Background: an optimization exercise with open tools, aiming at small area. Do not read the settings as production practice.
Function not checked in this run: the RTL went through the layout flow alone.
Power is estimated from default activity; no workload was simulated.

$ cat flow/flow/abc.script
strash
dch
amap
topo
mfs3 -a
topo
$ cat flow/constraint.sdc
create_clock -name core_clock -period 5.0 [get_ports {clk}]
set_input_delay 1.0000 -clock core_clock [delete_from_list [all_inputs] [get_ports {clk}]]
set_output_delay 1.0000 -clock core_clock [all_outputs]
set_load 0.01 [all_outputs]
$ cat flow/standard.sh
#!/bin/bash
# synth_recipe.tcl (not shown) runs the flow's synth.tcl, then flattens the netlist and writes it again
# the make line also repeats each setting of config.mk as NAME=value (left out here)
make -C /OpenROAD-flow-scripts/flow DESIGN_CONFIG=/design/flow/config.mk WORK_HOME=/design/flow/orfs CLKGATE_MAP_FILE= SYNTH_SCRIPT=/design/flow/synth_recipe.tcl "${@:-finish}"
$ cat flow/design.v
module coord_list(
    input clk,
    input rst,
    input NE1,
    input NWE,
    input [2:0] ADDR,
    input [7:0] DATA,
    output reg [9:0] xc,
    output reg xn,
    output reg [9:0] yc,
    output reg [1:0] col
);
    wire we = ~NE1 & ~NWE;
    wire [7:0] d = rst ? 8'd0 : DATA;
    wire [1:0] hi = (d[3] | d[2]) ? 2'd3 : d[1:0];
    always @(posedge clk) begin
        if (rst | (we & (ADDR == 3'd2))) xc[7:0] <= d;
        if (rst | (we & (ADDR == 3'd3))) begin
            xc[9:8] <= hi;
            xn <= d[4];
        end
        if (rst | (we & (ADDR == 3'd4))) yc[7:0] <= d;
        if (rst | (we & (ADDR == 3'd5))) yc[9:8] <= hi;
        if (rst | (we & (ADDR == 3'd1))) col <= d[1:0];
    end
endmodule
module driver(
    input clk,
    input rst,
    input NE1,
    input NWE,
    input [2:0] ADDR,
    input [7:0] DATA,
    output r,
    output g,
    output b,
    output h_sync,
    output v_sync
);
    wire [9:0] xc, yc;
    wire xn;
    wire [1:0] col;
    coord_list regs(
        .clk(clk), .rst(rst), .NE1(NE1), .NWE(NWE), .ADDR(ADDR), .DATA(DATA),
        .xc(xc), .xn(xn), .yc(yc), .col(col)
    );
    reg [9:0] hc, vc;
    reg p, m;
    reg [1:0] cc;
    wire [9:0] hc_n, vc_n;
    wire p_n, m_n;
    wire [1:0] cc_n;
    core c(
        .rst(rst), .hc(hc), .vc(vc), .xc(xc), .xn(xn), .yc(yc), .col(col),
        .p(p), .m(m), .cc(cc),
        .hc_n(hc_n), .vc_n(vc_n), .p_n(p_n), .m_n(m_n), .cc_n(cc_n),
        .h_sync(h_sync), .v_sync(v_sync), .r(r), .g(g), .b(b)
    );
    always @(posedge clk) begin
        hc <= hc_n;
        vc <= vc_n;
        p <= p_n;
        m <= m_n;
        cc <= cc_n;
    end
endmodule
module core(
    input rst,
    input [9:0] hc, input [9:0] vc,
    input [9:0] xc, input xn, input [9:0] yc, input [1:0] col,
    input p, input m, input [1:0] cc,
    output [9:0] hc_n, output [9:0] vc_n,
    output p_n, output m_n, output [1:0] cc_n,
    output h_sync, output v_sync,
    output r, output g, output b
);
  wire new_n79, new_n80, new_n81, new_n83, new_n84, new_n85, new_n87,
    new_n88, new_n89, new_n91, new_n92, new_n93, new_n95, new_n96, new_n97,
    new_n98, new_n99, new_n100, new_n102, new_n103, new_n104, new_n106,
    new_n107, new_n108, new_n110, new_n111, new_n112, new_n114, new_n116,
    new_n117, new_n118, new_n119, new_n120, new_n121, new_n122, new_n124,
    new_n125, new_n126, new_n128, new_n129, new_n130, new_n132, new_n133,
    new_n134, new_n136, new_n137, new_n138, new_n140, new_n141, new_n142,
    new_n144, new_n145, new_n146, new_n148, new_n149, new_n150, new_n152,
    new_n153, new_n154, new_n155, new_n156, new_n157, new_n159, new_n161,
    new_n162, new_n163, new_n164, new_n165, new_n166, new_n167, new_n168,
    new_n169, new_n170, new_n171, new_n172, new_n173, new_n174, new_n175,
    new_n176, new_n177, new_n178, new_n179, new_n180, new_n181, new_n182,
    new_n183, new_n184, new_n185, new_n186, new_n187, new_n188, new_n189,
    new_n190, new_n191, new_n192, new_n193, new_n194, new_n195, new_n196,
    new_n197, new_n198, new_n199, new_n200, new_n201, new_n202, new_n203,
    new_n204, new_n205, new_n206, new_n207, new_n208, new_n209, new_n210,
    new_n211, new_n212, new_n213, new_n214, new_n215, new_n216, new_n217,
    new_n218, new_n219, new_n220, new_n221, new_n222, new_n223, new_n224,
    new_n225, new_n226, new_n227, new_n228, new_n229, new_n230, new_n231,
    new_n232, new_n233, new_n234, new_n235, new_n236, new_n237, new_n238,
    new_n239, new_n240, new_n241, new_n242, new_n243, new_n244, new_n245,
    new_n246, new_n247, new_n248, new_n249, new_n250, new_n251, new_n252,
    new_n253, new_n254, new_n255, new_n256, new_n257, new_n258, new_n259,
    new_n260, new_n261, new_n262, new_n263, new_n264, new_n265, new_n266,
    new_n267, new_n268, new_n269, new_n270, new_n271, new_n272, new_n273,
    new_n274, new_n275, new_n276, new_n277, new_n278, new_n279, new_n280,
    new_n281, new_n282, new_n283, new_n284, new_n285, new_n286, new_n287,
    new_n288, new_n289, new_n290, new_n291, new_n292, new_n293, new_n294,
    new_n295, new_n296, new_n297, new_n298, new_n299, new_n300, new_n301,
    new_n302, new_n303, new_n304, new_n305, new_n306, new_n307, new_n308,
    new_n309, new_n310, new_n311, new_n312, new_n313, new_n314, new_n315,
    new_n316, new_n317, new_n318, new_n319, new_n320, new_n321, new_n322,
    new_n323, new_n324, new_n325, new_n326, new_n327, new_n328, new_n329,
    new_n330, new_n331, new_n332, new_n333, new_n334, new_n335, new_n336,
    new_n337, new_n338, new_n339, new_n340, new_n341, new_n342, new_n343,
    new_n344, new_n345, new_n346, new_n347, new_n348, new_n349, new_n350,
    new_n351, new_n352, new_n353, new_n354, new_n355, new_n356, new_n357,
    new_n358, new_n359, new_n360, new_n361, new_n362, new_n363, new_n364,
    new_n365, new_n366, new_n367, new_n368, new_n369, new_n370, new_n371,
    new_n372, new_n373, new_n374, new_n375, new_n376, new_n377, new_n378,
    new_n379, new_n380, new_n381, new_n382, new_n383, new_n384, new_n385,
    new_n386, new_n387, new_n388, new_n389, new_n390, new_n391, new_n392,
    new_n393, new_n394, new_n395, new_n396, new_n397, new_n398, new_n399,
    new_n400, new_n401, new_n402, new_n403, new_n404, new_n405, new_n406,
    new_n407, new_n408, new_n409, new_n410, new_n411, new_n412, new_n413,
    new_n414, new_n415, new_n416, new_n417, new_n418, new_n419, new_n420,
    new_n421, new_n422, new_n423, new_n424, new_n425, new_n426, new_n427,
    new_n428, new_n429, new_n430, new_n431, new_n432, new_n433, new_n434,
    new_n435, new_n436, new_n437, new_n438, new_n439, new_n440, new_n441,
    new_n442, new_n443, new_n444, new_n445, new_n446, new_n447, new_n448,
    new_n449, new_n450, new_n451, new_n452, new_n453, new_n454, new_n455,
    new_n456, new_n457, new_n458, new_n459, new_n461, new_n462, new_n463,
    new_n464, new_n465, new_n467, new_n470, new_n471, new_n472, new_n473,
    new_n474, new_n475, new_n476, new_n477, new_n478, new_n480, new_n481,
    new_n482, new_n483, new_n484, new_n485, new_n486, new_n487, new_n488,
    new_n489, new_n490, new_n491, new_n494;
  assign hc_n[0] = rst | ~hc[0];
  assign new_n79 = hc[0] & hc[1];
  assign new_n80 = ~hc[0] & ~hc[1];
  assign new_n81 = ~rst & ~new_n80;
  assign hc_n[1] = ~new_n79 & new_n81;
  assign new_n83 = ~hc[2] & ~new_n79;
  assign new_n84 = hc[2] & new_n79;
  assign new_n85 = ~rst & ~new_n84;
  assign hc_n[2] = ~new_n83 & new_n85;
  assign new_n87 = ~hc[3] & ~new_n84;
  assign new_n88 = hc[3] & new_n84;
  assign new_n89 = ~rst & ~new_n88;
  assign hc_n[3] = ~new_n87 & new_n89;
  assign new_n91 = ~hc[4] & ~new_n88;
  assign new_n92 = hc[4] & new_n88;
  assign new_n93 = ~rst & ~new_n92;
  assign hc_n[4] = ~new_n91 & new_n93;
  assign new_n95 = hc[8] & hc[9];
  assign new_n96 = new_n92 & new_n95;
  assign new_n97 = ~rst & ~new_n96;
  assign new_n98 = ~hc[5] & ~new_n92;
  assign new_n99 = hc[5] & new_n92;
  assign new_n100 = ~new_n98 & ~new_n99;
  assign hc_n[5] = new_n97 & new_n100;
  assign new_n102 = hc[6] & new_n99;
  assign new_n103 = ~hc[6] & ~new_n99;
  assign new_n104 = new_n97 & ~new_n103;
  assign hc_n[6] = ~new_n102 & new_n104;
  assign new_n106 = ~hc[7] & ~new_n102;
  assign new_n107 = hc[7] & new_n102;
  assign new_n108 = new_n97 & ~new_n107;
  assign hc_n[7] = ~new_n106 & new_n108;
  assign new_n110 = ~hc[8] & ~new_n107;
  assign new_n111 = hc[8] & new_n107;
  assign new_n112 = new_n97 & ~new_n111;
  assign hc_n[8] = ~new_n110 & new_n112;
  assign new_n114 = ~hc[9] & ~new_n111;
  assign hc_n[9] = new_n97 & ~new_n114;
  assign new_n116 = vc[2] & vc[3];
  assign new_n117 = vc[9] & new_n116;
  assign new_n118 = new_n96 & new_n117;
  assign new_n119 = ~rst & ~new_n118;
  assign new_n120 = vc[0] & new_n96;
  assign new_n121 = ~vc[0] & ~new_n96;
  assign new_n122 = ~new_n120 & ~new_n121;
  assign vc_n[0] = new_n119 & new_n122;
  assign new_n124 = ~vc[1] & ~new_n120;
  assign new_n125 = vc[1] & new_n120;
  assign new_n126 = new_n119 & ~new_n125;
  assign vc_n[1] = ~new_n124 & new_n126;
  assign new_n128 = vc[2] & new_n125;
  assign new_n129 = ~vc[2] & ~new_n125;
  assign new_n130 = new_n119 & ~new_n129;
  assign vc_n[2] = ~new_n128 & new_n130;
  assign new_n132 = ~vc[3] & ~new_n128;
  assign new_n133 = vc[3] & new_n128;
  assign new_n134 = new_n119 & ~new_n133;
  assign vc_n[3] = ~new_n132 & new_n134;
  assign new_n136 = ~vc[4] & ~new_n133;
  assign new_n137 = vc[4] & new_n133;
  assign new_n138 = new_n119 & ~new_n137;
  assign vc_n[4] = ~new_n136 & new_n138;
  assign new_n140 = ~vc[5] & ~new_n137;
  assign new_n141 = vc[5] & new_n137;
  assign new_n142 = new_n119 & ~new_n141;
  assign vc_n[5] = ~new_n140 & new_n142;
  assign new_n144 = ~vc[6] & ~new_n141;
  assign new_n145 = vc[6] & new_n141;
  assign new_n146 = new_n119 & ~new_n145;
  assign vc_n[6] = ~new_n144 & new_n146;
  assign new_n148 = ~vc[7] & ~new_n145;
  assign new_n149 = vc[7] & new_n145;
  assign new_n150 = new_n119 & ~new_n149;
  assign vc_n[7] = ~new_n148 & new_n150;
  assign new_n152 = ~vc[8] & ~new_n149;
  assign new_n153 = vc[5] & vc[6];
  assign new_n154 = vc[7] & vc[8];
  assign new_n155 = new_n153 & new_n154;
  assign new_n156 = new_n137 & new_n155;
  assign new_n157 = new_n119 & ~new_n156;
  assign vc_n[8] = ~new_n152 & new_n157;
  assign new_n159 = ~vc[9] & ~new_n156;
  assign vc_n[9] = new_n119 & ~new_n159;
  assign new_n161 = ~vc[5] & ~vc[9];
  assign new_n162 = ~yc[5] & ~new_n161;
  assign new_n163 = yc[5] & new_n161;
  assign new_n164 = ~new_n162 & ~new_n163;
  assign new_n165 = vc[0] & ~yc[0];
  assign new_n166 = ~vc[0] & yc[0];
  assign new_n167 = ~new_n165 & ~new_n166;
  assign new_n168 = vc[1] & ~yc[1];
  assign new_n169 = ~vc[1] & yc[1];
  assign new_n170 = ~new_n168 & ~new_n169;
  assign new_n171 = new_n167 & new_n170;
  assign new_n172 = yc[0] & ~new_n168;
  assign new_n173 = ~new_n169 & ~new_n172;
  assign new_n174 = ~vc[6] & yc[6];
  assign new_n175 = vc[6] & ~yc[6];
  assign new_n176 = ~new_n174 & ~new_n175;
  assign new_n177 = ~vc[4] & yc[4];
  assign new_n178 = ~new_n163 & ~new_n177;
  assign new_n179 = ~new_n162 & ~new_n178;
  assign new_n180 = vc[2] & ~vc[9];
  assign new_n181 = ~yc[2] & new_n180;
  assign new_n182 = ~new_n173 & ~new_n181;
  assign new_n183 = vc[3] & ~vc[9];
  assign new_n184 = yc[3] & ~new_n183;
  assign new_n185 = yc[2] & ~new_n180;
  assign new_n186 = ~new_n184 & ~new_n185;
  assign new_n187 = ~new_n182 & new_n186;
  assign new_n188 = ~yc[3] & new_n183;
  assign new_n189 = vc[4] & ~yc[4];
  assign new_n190 = new_n164 & ~new_n189;
  assign new_n191 = ~new_n188 & new_n190;
  assign new_n192 = ~new_n187 & new_n191;
  assign new_n193 = ~new_n179 & ~new_n192;
  assign new_n194 = ~new_n176 & ~new_n193;
  assign new_n195 = new_n176 & new_n193;
  assign new_n196 = ~new_n194 & ~new_n195;
  assign new_n197 = new_n173 & new_n196;
  assign new_n198 = ~new_n173 & ~new_n196;
  assign new_n199 = ~new_n197 & ~new_n198;
  assign new_n200 = ~new_n171 & ~new_n199;
  assign new_n201 = ~new_n181 & ~new_n185;
  assign new_n202 = new_n200 & new_n201;
  assign new_n203 = ~new_n185 & ~new_n196;
  assign new_n204 = ~new_n181 & new_n196;
  assign new_n205 = ~new_n203 & ~new_n204;
  assign new_n206 = ~new_n202 & ~new_n205;
  assign new_n207 = ~new_n184 & ~new_n188;
  assign new_n208 = new_n206 & new_n207;
  assign new_n209 = ~new_n188 & ~new_n196;
  assign new_n210 = ~new_n184 & new_n196;
  assign new_n211 = ~new_n209 & ~new_n210;
  assign new_n212 = ~new_n208 & ~new_n211;
  assign new_n213 = ~new_n177 & ~new_n189;
  assign new_n214 = ~new_n212 & new_n213;
  assign new_n215 = ~new_n189 & ~new_n196;
  assign new_n216 = ~new_n177 & new_n196;
  assign new_n217 = ~new_n215 & ~new_n216;
  assign new_n218 = ~new_n214 & ~new_n217;
  assign new_n219 = ~new_n164 & ~new_n218;
  assign new_n220 = new_n164 & new_n218;
  assign new_n221 = ~new_n219 & ~new_n220;
  assign new_n222 = ~new_n200 & ~new_n201;
  assign new_n223 = ~new_n202 & ~new_n222;
  assign new_n224 = hc[4] & ~new_n95;
  assign new_n225 = xc[4] & ~new_n224;
  assign new_n226 = ~xc[4] & new_n224;
  assign new_n227 = ~new_n225 & ~new_n226;
  assign new_n228 = ~hc[3] & xc[3];
  assign new_n229 = hc[3] & ~xc[3];
  assign new_n230 = ~hc[2] & xc[2];
  assign new_n231 = hc[2] & ~xc[2];
  assign new_n232 = hc[1] & ~xc[1];
  assign new_n233 = ~hc[1] & xc[1];
  assign new_n234 = ~new_n232 & ~new_n233;
  assign new_n235 = hc[0] & ~xc[0];
  assign new_n236 = ~hc[0] & xc[0];
  assign new_n237 = ~new_n235 & ~new_n236;
  assign new_n238 = new_n234 & new_n237;
  assign new_n239 = ~new_n233 & new_n235;
  assign new_n240 = ~new_n232 & ~new_n239;
  assign new_n241 = ~new_n238 & new_n240;
  assign new_n242 = ~new_n231 & new_n241;
  assign new_n243 = ~new_n230 & ~new_n242;
  assign new_n244 = ~new_n229 & ~new_n243;
  assign new_n245 = ~new_n228 & ~new_n244;
  assign new_n246 = new_n227 & ~new_n245;
  assign new_n247 = ~new_n225 & ~new_n246;
  assign new_n248 = ~hc[5] & ~new_n95;
  assign new_n249 = ~xc[5] & ~new_n248;
  assign new_n250 = xc[5] & new_n248;
  assign new_n251 = ~new_n249 & ~new_n250;
  assign new_n252 = new_n247 & new_n251;
  assign new_n253 = ~new_n247 & ~new_n251;
  assign new_n254 = ~new_n252 & ~new_n253;
  assign new_n255 = hc[8] & ~hc[9];
  assign new_n256 = ~xc[8] & new_n255;
  assign new_n257 = xc[8] & ~new_n255;
  assign new_n258 = ~new_n256 & ~new_n257;
  assign new_n259 = ~new_n249 & ~new_n252;
  assign new_n260 = hc[6] & ~xc[6];
  assign new_n261 = ~hc[6] & xc[6];
  assign new_n262 = ~new_n260 & ~new_n261;
  assign new_n263 = ~new_n259 & ~new_n262;
  assign new_n264 = ~xc[6] & ~xc[7];
  assign new_n265 = new_n263 & ~new_n264;
  assign new_n266 = ~xc[7] & new_n261;
  assign new_n267 = ~new_n260 & ~new_n266;
  assign new_n268 = new_n259 & new_n267;
  assign new_n269 = ~new_n265 & ~new_n268;
  assign new_n270 = ~new_n258 & ~new_n269;
  assign new_n271 = new_n258 & new_n269;
  assign new_n272 = ~new_n270 & ~new_n271;
  assign new_n273 = ~new_n227 & new_n245;
  assign new_n274 = ~new_n246 & ~new_n273;
  assign new_n275 = ~new_n230 & ~new_n231;
  assign new_n276 = new_n238 & new_n275;
  assign new_n277 = ~new_n228 & ~new_n229;
  assign new_n278 = new_n276 & new_n277;
  assign new_n279 = new_n274 & new_n278;
  assign new_n280 = new_n272 & ~new_n279;
  assign new_n281 = new_n254 & new_n280;
  assign new_n282 = ~new_n254 & ~new_n280;
  assign new_n283 = ~new_n281 & ~new_n282;
  assign new_n284 = ~new_n223 & ~new_n283;
  assign new_n285 = new_n221 & ~new_n284;
  assign new_n286 = ~new_n167 & ~new_n285;
  assign new_n287 = new_n221 & ~new_n286;
  assign new_n288 = ~new_n206 & ~new_n207;
  assign new_n289 = ~new_n208 & ~new_n288;
  assign new_n290 = new_n287 & ~new_n289;
  assign new_n291 = new_n272 & ~new_n276;
  assign new_n292 = new_n243 & new_n277;
  assign new_n293 = ~new_n243 & ~new_n277;
  assign new_n294 = ~new_n292 & ~new_n293;
  assign new_n295 = new_n291 & ~new_n294;
  assign new_n296 = ~new_n291 & new_n294;
  assign new_n297 = ~new_n295 & ~new_n296;
  assign new_n298 = ~new_n287 & new_n297;
  assign new_n299 = new_n272 & ~new_n278;
  assign new_n300 = new_n274 & new_n299;
  assign new_n301 = ~new_n274 & ~new_n299;
  assign new_n302 = ~new_n300 & ~new_n301;
  assign new_n303 = new_n238 & ~new_n302;
  assign new_n304 = new_n212 & ~new_n213;
  assign new_n305 = ~new_n214 & ~new_n304;
  assign new_n306 = new_n171 & new_n305;
  assign new_n307 = ~new_n303 & ~new_n306;
  assign new_n308 = ~new_n298 & new_n307;
  assign new_n309 = ~new_n290 & new_n308;
  assign new_n310 = new_n241 & ~new_n272;
  assign new_n311 = ~new_n240 & new_n272;
  assign new_n312 = ~new_n310 & ~new_n311;
  assign new_n313 = new_n275 & new_n312;
  assign new_n314 = ~new_n275 & ~new_n312;
  assign new_n315 = ~new_n313 & ~new_n314;
  assign new_n316 = new_n221 & new_n315;
  assign new_n317 = ~new_n284 & ~new_n316;
  assign new_n318 = ~new_n283 & ~new_n315;
  assign new_n319 = new_n221 & new_n223;
  assign new_n320 = ~new_n318 & ~new_n319;
  assign new_n321 = new_n221 & ~new_n237;
  assign new_n322 = ~new_n286 & ~new_n321;
  assign new_n323 = new_n320 & ~new_n322;
  assign new_n324 = ~new_n317 & ~new_n323;
  assign new_n325 = new_n297 & ~new_n302;
  assign new_n326 = ~new_n289 & new_n305;
  assign new_n327 = ~new_n325 & ~new_n326;
  assign new_n328 = ~new_n324 & new_n327;
  assign new_n329 = ~new_n309 & new_n328;
  assign new_n330 = ~new_n236 & ~new_n272;
  assign new_n331 = ~new_n235 & new_n272;
  assign new_n332 = ~new_n330 & ~new_n331;
  assign new_n333 = ~new_n234 & new_n332;
  assign new_n334 = new_n234 & ~new_n332;
  assign new_n335 = ~new_n333 & ~new_n334;
  assign new_n336 = ~new_n237 & new_n335;
  assign new_n337 = ~new_n285 & ~new_n336;
  assign new_n338 = ~new_n166 & ~new_n196;
  assign new_n339 = ~new_n165 & new_n196;
  assign new_n340 = ~new_n338 & ~new_n339;
  assign new_n341 = ~new_n170 & new_n340;
  assign new_n342 = new_n170 & ~new_n340;
  assign new_n343 = ~new_n341 & ~new_n342;
  assign new_n344 = ~new_n167 & new_n343;
  assign new_n345 = new_n221 & ~new_n344;
  assign new_n346 = ~new_n337 & ~new_n345;
  assign new_n347 = ~new_n320 & ~new_n327;
  assign new_n348 = ~new_n346 & new_n347;
  assign new_n349 = ~new_n329 & ~new_n348;
  assign new_n350 = new_n309 & ~new_n317;
  assign new_n351 = ~new_n309 & new_n317;
  assign new_n352 = ~new_n350 & ~new_n351;
  assign new_n353 = new_n320 & new_n346;
  assign new_n354 = new_n287 & new_n335;
  assign new_n355 = ~new_n287 & new_n343;
  assign new_n356 = ~new_n354 & ~new_n355;
  assign new_n357 = ~new_n353 & new_n356;
  assign new_n358 = new_n353 & ~new_n356;
  assign new_n359 = ~new_n357 & ~new_n358;
  assign new_n360 = ~new_n289 & new_n297;
  assign new_n361 = ~new_n320 & ~new_n360;
  assign new_n362 = new_n307 & ~new_n346;
  assign new_n363 = new_n322 & new_n362;
  assign new_n364 = ~new_n322 & ~new_n362;
  assign new_n365 = ~new_n363 & ~new_n364;
  assign new_n366 = new_n361 & ~new_n365;
  assign new_n367 = new_n359 & ~new_n366;
  assign new_n368 = ~new_n352 & new_n367;
  assign new_n369 = new_n349 & ~new_n368;
  assign new_n370 = new_n289 & ~new_n297;
  assign new_n371 = ~new_n360 & ~new_n370;
  assign new_n372 = new_n322 & new_n371;
  assign new_n373 = new_n317 & ~new_n372;
  assign new_n374 = ~new_n359 & ~new_n373;
  assign new_n375 = ~new_n349 & ~new_n374;
  assign new_n376 = ~new_n283 & ~new_n370;
  assign new_n377 = ~new_n297 & new_n353;
  assign new_n378 = ~new_n376 & ~new_n377;
  assign new_n379 = ~new_n221 & new_n378;
  assign new_n380 = new_n283 & ~new_n302;
  assign new_n381 = ~new_n254 & new_n279;
  assign new_n382 = xn & ~new_n381;
  assign new_n383 = ~hc[8] & hc[9];
  assign new_n384 = new_n257 & ~new_n383;
  assign new_n385 = ~new_n263 & ~new_n384;
  assign new_n386 = ~new_n382 & new_n385;
  assign new_n387 = ~new_n272 & new_n386;
  assign new_n388 = hc[7] & ~xc[7];
  assign new_n389 = ~hc[7] & xc[7];
  assign new_n390 = ~new_n388 & ~new_n389;
  assign new_n391 = ~xc[6] & ~new_n390;
  assign new_n392 = ~new_n260 & new_n390;
  assign new_n393 = ~new_n391 & ~new_n392;
  assign new_n394 = ~new_n381 & ~new_n393;
  assign new_n395 = new_n272 & new_n394;
  assign new_n396 = ~new_n387 & ~new_n395;
  assign new_n397 = ~new_n256 & ~new_n383;
  assign new_n398 = ~new_n270 & ~new_n397;
  assign new_n399 = ~xc[9] & new_n398;
  assign new_n400 = xc[9] & ~new_n398;
  assign new_n401 = new_n261 & ~new_n390;
  assign new_n402 = ~new_n261 & new_n390;
  assign new_n403 = new_n258 & new_n402;
  assign new_n404 = ~new_n401 & ~new_n403;
  assign new_n405 = ~new_n263 & new_n404;
  assign new_n406 = ~new_n176 & ~new_n179;
  assign new_n407 = vc[7] & ~yc[7];
  assign new_n408 = ~vc[8] & yc[8];
  assign new_n409 = ~yc[9] & ~new_n408;
  assign new_n410 = ~new_n407 & ~new_n409;
  assign new_n411 = ~vc[7] & yc[7];
  assign new_n412 = ~new_n407 & ~new_n411;
  assign new_n413 = yc[6] & ~new_n412;
  assign new_n414 = vc[8] & ~yc[8];
  assign new_n415 = yc[9] & ~new_n414;
  assign new_n416 = ~new_n413 & ~new_n415;
  assign new_n417 = ~new_n410 & new_n416;
  assign new_n418 = ~yc[6] & ~new_n411;
  assign new_n419 = ~new_n414 & ~new_n418;
  assign new_n420 = new_n409 & ~new_n419;
  assign new_n421 = ~new_n190 & ~new_n420;
  assign new_n422 = new_n417 & new_n421;
  assign new_n423 = new_n406 & ~new_n422;
  assign new_n424 = new_n174 & ~new_n407;
  assign new_n425 = ~new_n414 & new_n424;
  assign new_n426 = ~new_n174 & ~new_n412;
  assign new_n427 = ~new_n411 & new_n414;
  assign new_n428 = new_n409 & ~new_n427;
  assign new_n429 = ~new_n426 & new_n428;
  assign new_n430 = ~new_n425 & new_n429;
  assign new_n431 = ~new_n406 & ~new_n430;
  assign new_n432 = ~rst & ~new_n431;
  assign new_n433 = ~new_n423 & new_n432;
  assign new_n434 = ~new_n405 & new_n433;
  assign new_n435 = ~new_n400 & new_n434;
  assign new_n436 = ~new_n399 & new_n435;
  assign new_n437 = ~new_n396 & new_n436;
  assign new_n438 = ~new_n380 & new_n437;
  assign new_n439 = ~new_n379 & new_n438;
  assign new_n440 = ~new_n361 & new_n365;
  assign new_n441 = ~new_n221 & ~new_n305;
  assign new_n442 = ~new_n378 & ~new_n441;
  assign new_n443 = new_n289 & ~new_n322;
  assign new_n444 = ~new_n223 & ~new_n443;
  assign new_n445 = new_n289 & ~new_n305;
  assign new_n446 = ~new_n302 & ~new_n445;
  assign new_n447 = ~new_n444 & new_n446;
  assign new_n448 = ~new_n289 & ~new_n305;
  assign new_n449 = ~new_n284 & new_n297;
  assign new_n450 = ~new_n448 & ~new_n449;
  assign new_n451 = ~new_n238 & new_n305;
  assign new_n452 = new_n302 & ~new_n451;
  assign new_n453 = ~new_n450 & new_n452;
  assign new_n454 = ~new_n360 & ~new_n453;
  assign new_n455 = ~new_n447 & new_n454;
  assign new_n456 = ~new_n442 & ~new_n455;
  assign new_n457 = ~new_n440 & new_n456;
  assign new_n458 = new_n439 & new_n457;
  assign new_n459 = ~new_n375 & new_n458;
  assign p_n = ~new_n369 & new_n459;
  assign new_n461 = ~hc[7] & ~hc[8];
  assign new_n462 = hc[9] & ~new_n461;
  assign new_n463 = ~rst & ~vc[9];
  assign new_n464 = p & new_n463;
  assign new_n465 = ~new_n155 & new_n464;
  assign m_n = ~new_n462 & new_n465;
  assign new_n467 = ~rst & m;
  assign cc_n[0] = col[0] & new_n467;
  assign cc_n[1] = col[1] & new_n467;
  assign new_n470 = ~hc[1] & ~hc[2];
  assign new_n471 = ~hc[3] & new_n470;
  assign new_n472 = hc[4] & ~new_n471;
  assign new_n473 = hc[5] & hc[6];
  assign new_n474 = new_n472 & new_n473;
  assign new_n475 = ~hc[5] & ~hc[6];
  assign new_n476 = ~new_n472 & new_n475;
  assign new_n477 = hc[7] & new_n383;
  assign new_n478 = ~new_n476 & new_n477;
  assign h_sync = new_n474 | ~new_n478;
  assign new_n480 = ~hc[4] & ~hc[9];
  assign new_n481 = ~vc[0] & new_n480;
  assign new_n482 = new_n461 & new_n475;
  assign new_n483 = new_n481 & new_n482;
  assign new_n484 = new_n471 & new_n483;
  assign new_n485 = ~vc[1] & vc[2];
  assign new_n486 = new_n484 & new_n485;
  assign new_n487 = vc[1] & ~vc[2];
  assign new_n488 = ~new_n484 & new_n487;
  assign new_n489 = ~new_n486 & ~new_n488;
  assign new_n490 = ~vc[4] & new_n183;
  assign new_n491 = new_n155 & new_n490;
  assign v_sync = new_n489 | ~new_n491;
  assign r = cc[0] & cc[1];
  assign new_n494 = ~cc[0] & ~cc[1];
  assign g = ~r & ~new_n494;
  assign b = cc[0] & ~cc[1];
endmodule
$ cat flow/flow/run.sh
#!/bin/bash
# Own layout flow: the standard ORFS flow (standard.sh), with these
# changes only:
#  - synthesis is the standard script, but ABC maps with flow/abc.script
#    (area-oriented) and the full-adder extraction step is skipped; the
#    flip-flops are mapped before ABC exactly as in the standard synthesis;
#  - port buffers use the smallest buffer (buf_1);
#  - clock tree synthesis inserts no dummy loads.
set -euo pipefail
W=$PWD
sed "s#log_cmd abc {\*}\$abc_args#log_cmd abc -script $W/flow/abc.script {*}[lrange \$abc_args 2 end]#" \
    "$FLOW_HOME/scripts/synth.tcl" > "$W/synth_mod.tcl"
grep -q "flow/abc.script" "$W/synth_mod.tcl"
sed "s#\$::env(SCRIPTS_DIR)/synth.tcl#$W/synth_mod.tcl#" "$W/synth_recipe.tcl" > "$W/my_synth.tcl"
grep -q "synth_mod.tcl" "$W/my_synth.tcl"
sed "s#SYNTH_SCRIPT=[^ ]*#SYNTH_SCRIPT=$W/my_synth.tcl#" "$W/standard.sh" > "$W/my_standard.sh"
grep -q "my_synth.tcl" "$W/my_standard.sh"
CTS="-sink_clustering_enable -repair_clock_nets -dont_use_dummy_load"
[ -f "$W/flow/cts_args" ] && CTS="$(cat "$W/flow/cts_args")"
bash "$W/my_standard.sh" ADDER_MAP_FILE= \
    "BUFFER_PORTS_ARGS=-buffer_cell sky130_fd_sc_hd__buf_1" \
    "CTS_ARGS=$CTS" \
    finish > "$W/flow_make.log" 2>&1
$ cat flow/config.mk
export PLATFORM = sky130hd
export DESIGN_NAME = driver
export DESIGN_NICKNAME = driver
export VERILOG_FILES = /design/flow/design.v
export SDC_FILE = /design/flow/constraint.sdc
export NUM_CORES = 4
export LEC_CHECK = 0
export CAP_MARGIN = 20
export CORE_MARGIN = 2
export CORE_UTILIZATION = 55
export GPL_TIMING_DRIVEN = 0
export PLACE_DENSITY = 0.7
export SLEW_MARGIN = 20
==> run notes <==
[critical path, delay by kind of cell, from the launching register on]
family / cells / cell delay [ps]
buf+inv: 3 / 500
compound gates: 15 / 2840
flops: 1 / 390
simple gates: 8 / 840
[logic make-up after synthesis]
logic type	Yosys count
xor gates and xnor gates	2
buffers and inverters	34
and+or+nand+nor	171
DFF	47
AOI/OAI and AO/OA	105
[synth_stat cells, types with 3 or more instances]
library cell	instances	area share, %
a221oi_1	3	0.96
nand3_1	3	0.55
o31ai_1	3	0.82
edfxtp_1	23	25
clkinv_1	34	4.7
nor3_1	9	1.6
o21ai_0	34	6.2
o32ai_1	3	0.96
o22ai_1	10	2.3
and2_0	4	0.91
nand2_1	35	4.8
a211oi_1	9	2.5
nand2b_1	5	1.1
a21oi_1	21	3.8
nor2_1	84	12
o21a_1	3	0.82
o211ai_1	3	0.82
a21o_1	3	0.82
and3_1	3	0.69
dfxtp_1	24	18
nor2b_1	19	4.3
a31oi_1	4	0.91
[power groups by stage]
stage	clock [uW]	sequential, uW	combinational, uW
global route	217	441	349
global placement	0	445	253
CTS	203	437	269
detailed placement	0	446	257
finish	198	438	316
floorplan	0	442	203
[final timing paths]
| kind | from | to | slack [ps] |
|---|---|---|---|
| max | regs.yc[1] | p | 350 |
| min | hc[0] | hc[0] | 410 |
| max reg2reg | regs.yc[1] | p | 350 |
| min reg2reg | hc[0] | hc[0] | 410 |
[metal layers]
layer  global-route usage [%]  vias up  share of wire (%)
met5                        0        -                  0
met4                     6.94        0                2.1
met3                     4.88       12                4.3
met2                     39.0       48                 49
met1                     32.0     1148                 45
li1                         -     1355                  -
[stage by stage]
step / power (uW) / worst slack (ps) / cell area [um2]
after global placement: 698 / -577 / 2890
after floorplan: 646 / 442 / 2740
after CTS: 909 / 42.2 / 2990
after global routing: 1010 / -93.2 / 3130
after detailed placement: 703 / -626 / 2900
final: 951 / 346 / 3130
[cell type report]
type / count / area [um2] / area share (%)
clock buffers: 5 / 68.8 / 2.20
inverters: 34 / 128 / 4.08
multi-input cells: 278 / 1540 / 49.3
flip-flops and latches: 47 / 1170 / 37.5
well taps: 67 / 83.8 / 2.68
repair buffers: 27 / 131 / 4.20
[timing repair]
item / CTS / global route
resized for setup: 9 / 26
buffers inserted: 1 / 7
hold buffers: 0 / 0
setup endpoints to repair: 1 / 1
pin swaps: 1 / 6
[flip-flops by register name, indices dropped and copies added, names as in the netlist, 2 cells and up]
signal / flops
cc: 2
hc: 10
regs.col: 2
regs.xc: 10
regs.yc: 10
vc: 10
==> run notes <==
* Data required, critical path at 5210 ps
* Row count at 25
* Sequential power share at 46.0%
* Endpoints failing setup at 0
* Initial antenna violation count at 0
* Slew @ Worst Pin at about 880 ps
* Post-layout net count at ~400
* Most frequent cells in the layout: 79 x nor2_1, 35 x nand2_1, 30 x clkinv_1
* Hold Path Cell Cnt at 1
* PD cells at 304 nW/um2
* RePlAce Congestion at approximately 0.86
* Hold Fails Final Rpt at 0
* Synth Area in Adders at 0%
* Reg clk slew, reported paths at about 80 ps
* Clock latency (worst-skew pair) at 290 ps
* Cells after synthesis at 359
* First-pass GRT wire length at 9890 um
* Maximum buffer depth of the clock tree at 2
* Buffers on Ports at 19
* Final Cycle Share at ~93%
* Non-Filler Instances at 458
* Core ar. at around 4800 um2
* Area Growth Syn to Fin at 14.3%
* TritonCTS clock tree: built
* Main flop type after synthesis: dfxtp_1
* CP Capture Type: flip-flop
* Status: no timing/DRC/antenna violations
* Logic pwr share at 33.2%
* Initial Util at 57.6%
* Register area share after synthesis at 42.8%
* CP max stage cell: edfxtp_1
* Diode count at 0
* Worst Reg-to-Reg Cells at 26
* Fraction of registers with async set/reset at 0%
* Post-Syn Nets at 374
* Vias per Instance at ~5.6
* Clock power share at 20.8%
* H-tree Lvls at 2
* Largest net degree at the start of global routing at 19
* Worst rel slew slack at between 40% and 50%
* Mux contribution to synthesized area at 0%
* P_sw at 318 uW
* Synth unique cells at 37
* Mean area per synthesized cell at roughly 7.6 um2
* Overall routing resource usage at 23.8%
* Clock sink count at 47
* Sw Share at 33.4%
* Die width at 74.6 um
* Worst IR Drop VDD at 0.204 mV
* Ys Warns at 2
* Antenna viol nets, final at 0
* Number of global-route vias before repair at roughly 2200
* LEAKAGE at 0.00106 uW
* Synth Area in Compound Gates at between 20% and 30%
* Dpl hpwl at roughly 4800 um
* Synthesized cell area at 2740 um2
* Most common cell after layout, fill and taps aside: nor2_1
* Largest family of logic cells by synthesized area: simple AND/OR/NAND/NOR gates
* Post-synth EDFFs at 23
* DR pass1 iterations at 4
* Flip-flop and latch count after synthesis at between 40 and 50
* Crit path DAT at 4860 ps
* Hold Slack at slightly above 400 ps
* Chip Height at 74.6 um
* Kind of critical path: reg2reg
* Initial DRC Count at 111
* TritonCTS Buffers at 5
* Detailed Route WL at 6430 um
* FMAX at 0.215 GHz
* CP max FO at 6
* Final min period at about 4700 ps
* Root Buffer: clkbuf_8
* I/O pin count at 20
* Via count at about 2600
* Max_cap viols at 0
* Internal power at 634 uW
* Total negative slack at 0 ps
* Share of layout cells above drive strength 1 at 9.72%
* Dpl cells at 445
* CP Launch Type: flip-flop
* Fill cells at 433
* DR DRC count at 0
* XOR/XNOR Fraction of Synth Area at 0.640%
* WL/cell at 14.0 um
* Total grt overflow at 0
* Critical path's largest stage delay at ~390 ps
* Slew Limit Fails at 0
* Total die area at 5560 um2
* Post-layout util at 65.8%
* Class of the worst hold path: reg2reg
* Post-Synth Simple-Gate Area at 27.8%
* Clock skew at around 15 ps

static timing again, ports no longer ideal:
How much do the figures lean on ideal ports? The routed layout below was timed once more, with nothing changed but the port constraints.
Step 1: set_driving_cell puts a clkbuf_16 on clk and a buf_2 on each other input, an assumption about the parent block.
Step 2 times the ports against the registers' clock, not the clock port: input delays grow and output delays shrink by t, the midpoint of the rising clock arrivals with the driver on.
a / b / c = no drivers / after step 1 / after step 2; a / b = the first two.
t, ns: 0.308
slack for setup (ns): 0.346 / 0.346 / 0.346
worst hold slack (ns): 0.411 / 0.411 / 0.411
worst register clock-pin slew, ns: 0.08 / 0.08
worst slew at a driven data input, ns: 0.03
After both steps this run still meets setup and hold. The setup slack of this run moves by 0.000 ns with the drivers and by 0.000 ns with both steps.
